This design comes from an exercise in tuning for a short achievable clock period and few clock cycles on the open sky130 flow, not from production work.
Function was checked by simulation only, so behaviour that the tests miss may differ from the original.

==> inputs of v16 <==
## ALU
module ALU #(
    parameter DATA_W = 32
)
(
    input                       i_clk,    
    input                       i_rst_n,  
    input                       i_valid,  
    input [DATA_W - 1 : 0]      i_A,      
    input [DATA_W - 1 : 0]      i_B,      
    input [         2 : 0]      i_inst,   
    output [2*DATA_W - 1 : 0]   o_data,   
    output                      o_done    
);
reg  [63:0] dout;        
reg         done;
reg         mul_pend;
reg         div_act;
reg  [3:0]  div_cnt;
reg  [64:0] dw;          
reg  [31:0] div_b1;
reg  [33:0] div_b3;
reg  [34:0] div_b5, div_b7;
reg         sat_q;       
reg         sat_neg;     
assign o_data = {dout[63:32], sat_q ? {sat_neg, {31{~sat_neg}}} : dout[31:0]};
assign o_done = done;
wire bo0, bt0, bn0;
assign bo0 = i_B[0] ^ 1'b0;
assign bt0 = (i_B[1] & ~i_B[0] & ~1'b0) | (~i_B[1] & i_B[0] & 1'b0);
assign bn0 = i_B[1] & ~(i_B[0] & 1'b0);
wire pp0_0 = ((bo0 & i_A[0]) | (bt0 & 1'b0)) ^ bn0;
wire pp0_1 = ((bo0 & i_A[1]) | (bt0 & i_A[0])) ^ bn0;
wire pp0_2 = ((bo0 & i_A[2]) | (bt0 & i_A[1])) ^ bn0;
wire pp0_3 = ((bo0 & i_A[3]) | (bt0 & i_A[2])) ^ bn0;
wire pp0_4 = ((bo0 & i_A[4]) | (bt0 & i_A[3])) ^ bn0;
wire pp0_5 = ((bo0 & i_A[5]) | (bt0 & i_A[4])) ^ bn0;
  ...
clock: 10.0 ns
lec_check: 0
cap_margin: 20
core_margin: 2
core_utilization: 40
slew_margin: 20
standard.sh (not shown) runs the stock make flow with config.mk's settings and CLKGATE_MAP_FILE= SYNTH_SCRIPT=/design/flow/synth_recipe.tcl, a recipe that flattens the netlist after the stock synthesis.
==> flow/flow/run.sh <==
#!/bin/bash
# The standard layout (standard.sh) with these changes:
#  - synthesis maps with a delay-oriented ABC script (flow/abc_fast.script) instead of
#    ORFS's abc_speed script; everything else in synth_recipe.tcl is kept as is
#  - full adders are left to ABC (no extract_fa / adder cell map); registers are unchanged
#  - port buffers are buf_4 cells rather than the default delay-cell choice
set -uo pipefail
W=$PWD
M=${MARGIN:-6}
{
  echo 'proc synth {args} { yosys synth -nofsm -noshare {*}$args }'
  echo "proc abc {args} { set i [lsearch \$args -script]; if {\$i >= 0} { lset args [expr {\$i+1}] $W/flow/abc_fast.script }; yosys abc {*}\$args }"
  tail -n +2 synth_recipe.tcl
} > my_synth.tcl
sed "s#SYNTH_SCRIPT=[^ ]*#SYNTH_SCRIPT=$W/my_synth.tcl#" standard.sh > my_standard.sh
K="SETUP_SLACK_MARGIN=$M TNS_END_PERCENT=10"
BP="BUFFER_PORTS_ARGS=-buffer_cell sky130_fd_sc_hd__buf_4"
bash my_standard.sh ADDER_MAP_FILE= synth > log_synth.txt 2>&1 || exit 1
bash my_standard.sh $K "$BP" floorplan > log_floorplan.txt 2>&1 || exit 1
bash my_standard.sh $K "$BP" place > log_place.txt 2>&1 || exit 1
bash my_standard.sh $K "$BP" cts > log_cts.txt 2>&1 || exit 1
bash my_standard.sh $K "$BP" route > log_route.txt 2>&1 || exit 1
bash my_standard.sh $K "$BP" finish > log_finish.txt 2>&1 || exit 1
test -f out/final.def
==> flow/flow/abc_fast.script <==
strash
&get -n
&st
&if -g -K 6
&st
&if -g -K 6
&st
&put
dch -f
map -D 1000
topo
stime -c
buffer -c
upsize -c
dnsize -c
==> v23 (differences from v16) <==
--- a/flow/config.mk
+++ b/flow/config.mk
@@ -8,4 +8,4 @@
 export CAP_MARGIN = 20
 export CORE_MARGIN = 2
-export CORE_UTILIZATION = 40
+export CORE_UTILIZATION = 35
 export SLEW_MARGIN = 20
==> comparison <==
- Between v16 and v23, the lower global-route usage is in v23 (gap 6.1 points).
- Of v16 and v23, v16 has the higher via count (gap about 1.5%, measured against v23).
- Of v16 and v23, v23 has the higher worst setup slack (gap 0.12 ns).
- In v16 the critical path depth is higher than in v23, by 1.
- Between v16 and v23, the lower maximum frequency is in v16 (gap about 2.6%, measured against v23).
Testbench counts of v16, summed over its fixed seeds: cycles 7,423.
Testbench counts of v23, summed over its fixed seeds: cycles 7,423.

* * *

==> inputs of job 8723 <==
ALU, a different RTL version from the one above (not shown whole).
Settings: LEC_CHECK=0, CAP_MARGIN=20, CORE_MARGIN=2, CORE_UTILIZATION=35, SLEW_MARGIN=20; clock period 10.0 ns.
==> flow/flow/run.sh <==
#!/bin/bash
set -uo pipefail
W=$PWD
M=${MARGIN:-7}
{
  echo 'proc synth {args} { yosys synth -nofsm -noshare {*}$args }'
  echo "proc abc {args} { set i [lsearch \$args -script]; if {\$i >= 0} { lset args [expr {\$i+1}] $W/flow/abc_fast.script }; yosys abc {*}\$args }"
  tail -n +2 synth_recipe.tcl
} > my_synth.tcl
sed "s#SYNTH_SCRIPT=[^ ]*#SYNTH_SCRIPT=$W/my_synth.tcl#" standard.sh > my_standard.sh
K="SETUP_SLACK_MARGIN=$M TNS_END_PERCENT=100"
bash my_standard.sh ADDER_MAP_FILE= synth > log_synth.txt 2>&1 || exit 1
bash my_standard.sh $K floorplan > log_floorplan.txt 2>&1 || exit 1
bash my_standard.sh $K place > log_place.txt 2>&1 || exit 1
bash my_standard.sh $K cts > log_cts.txt 2>&1 || exit 1
bash my_standard.sh $K route > log_route.txt 2>&1 || exit 1
bash my_standard.sh $K finish > log_finish.txt 2>&1 || exit 1
test -f out/final.def
Scripts as last shown in full above: flow/flow/abc_fast.script
==> job 6195: changes against job 8723 <==
--- a/flow/flow/run.sh
+++ b/flow/flow/run.sh
@@ -1,7 +1,7 @@
 #!/bin/bash
 set -uo pipefail
 W=$PWD
-M=${MARGIN:-7}
+M=${MARGIN:-6}
 {
   echo 'proc synth {args} { yosys synth -nofsm -noshare {*}$args }'
   echo "proc abc {args} { set i [lsearch \$args -script]; if {\$i >= 0} { lset args [expr {\$i+1}] $W/flow/abc_fast.script }; yosys abc {*}\$args }"
- CORE_UTILIZATION: 35 -> 50
==> comparison <==
Job 6195 ended with an error in global routing, error GRT-0116. Job 8723 ended with an error in global routing. Synthesized cell count is the same in job 6195 and job 8723. In synthesized area, job 6195 and job 8723 do not differ.
Testbench counts of job 8723, summed over its fixed seeds: cycles 7,298.
Testbench counts of job 6195, summed over its fixed seeds: cycles 7,298.

-- what the ideal ports hide --
How much do the figures lean on ideal ports? The routed layouts below were timed once more, with nothing changed but the port constraints. Step 1, drivers: a clkbuf_16 drives i_clk and a buf_2 each remaining input, both assumed. Step 2, shift: input delay + t, output delay - t, t = (earliest + latest rising clock arrival at the registers) / 2. This alone moves slack from input paths to output paths. a / b / c = no drivers / after step 1 / after step 2; a / b = the first two.
| run | t, ns | setup WS [ns] | worst register clock-pin slew, ns |
|---|---|---|---|
| v16 | 0.870 | 5.541 / 5.508 / 4.638 | 0.07 / 0.07 |
| v23 | 0.860 | 5.656 / 5.517 / 4.657 | 0.08 / 0.08 |
After both steps every run listed still meets setup and hold. For v23, which loses most, drivers alone change the setup slack by -0.139 ns; drivers and shift together by -0.999 ns.
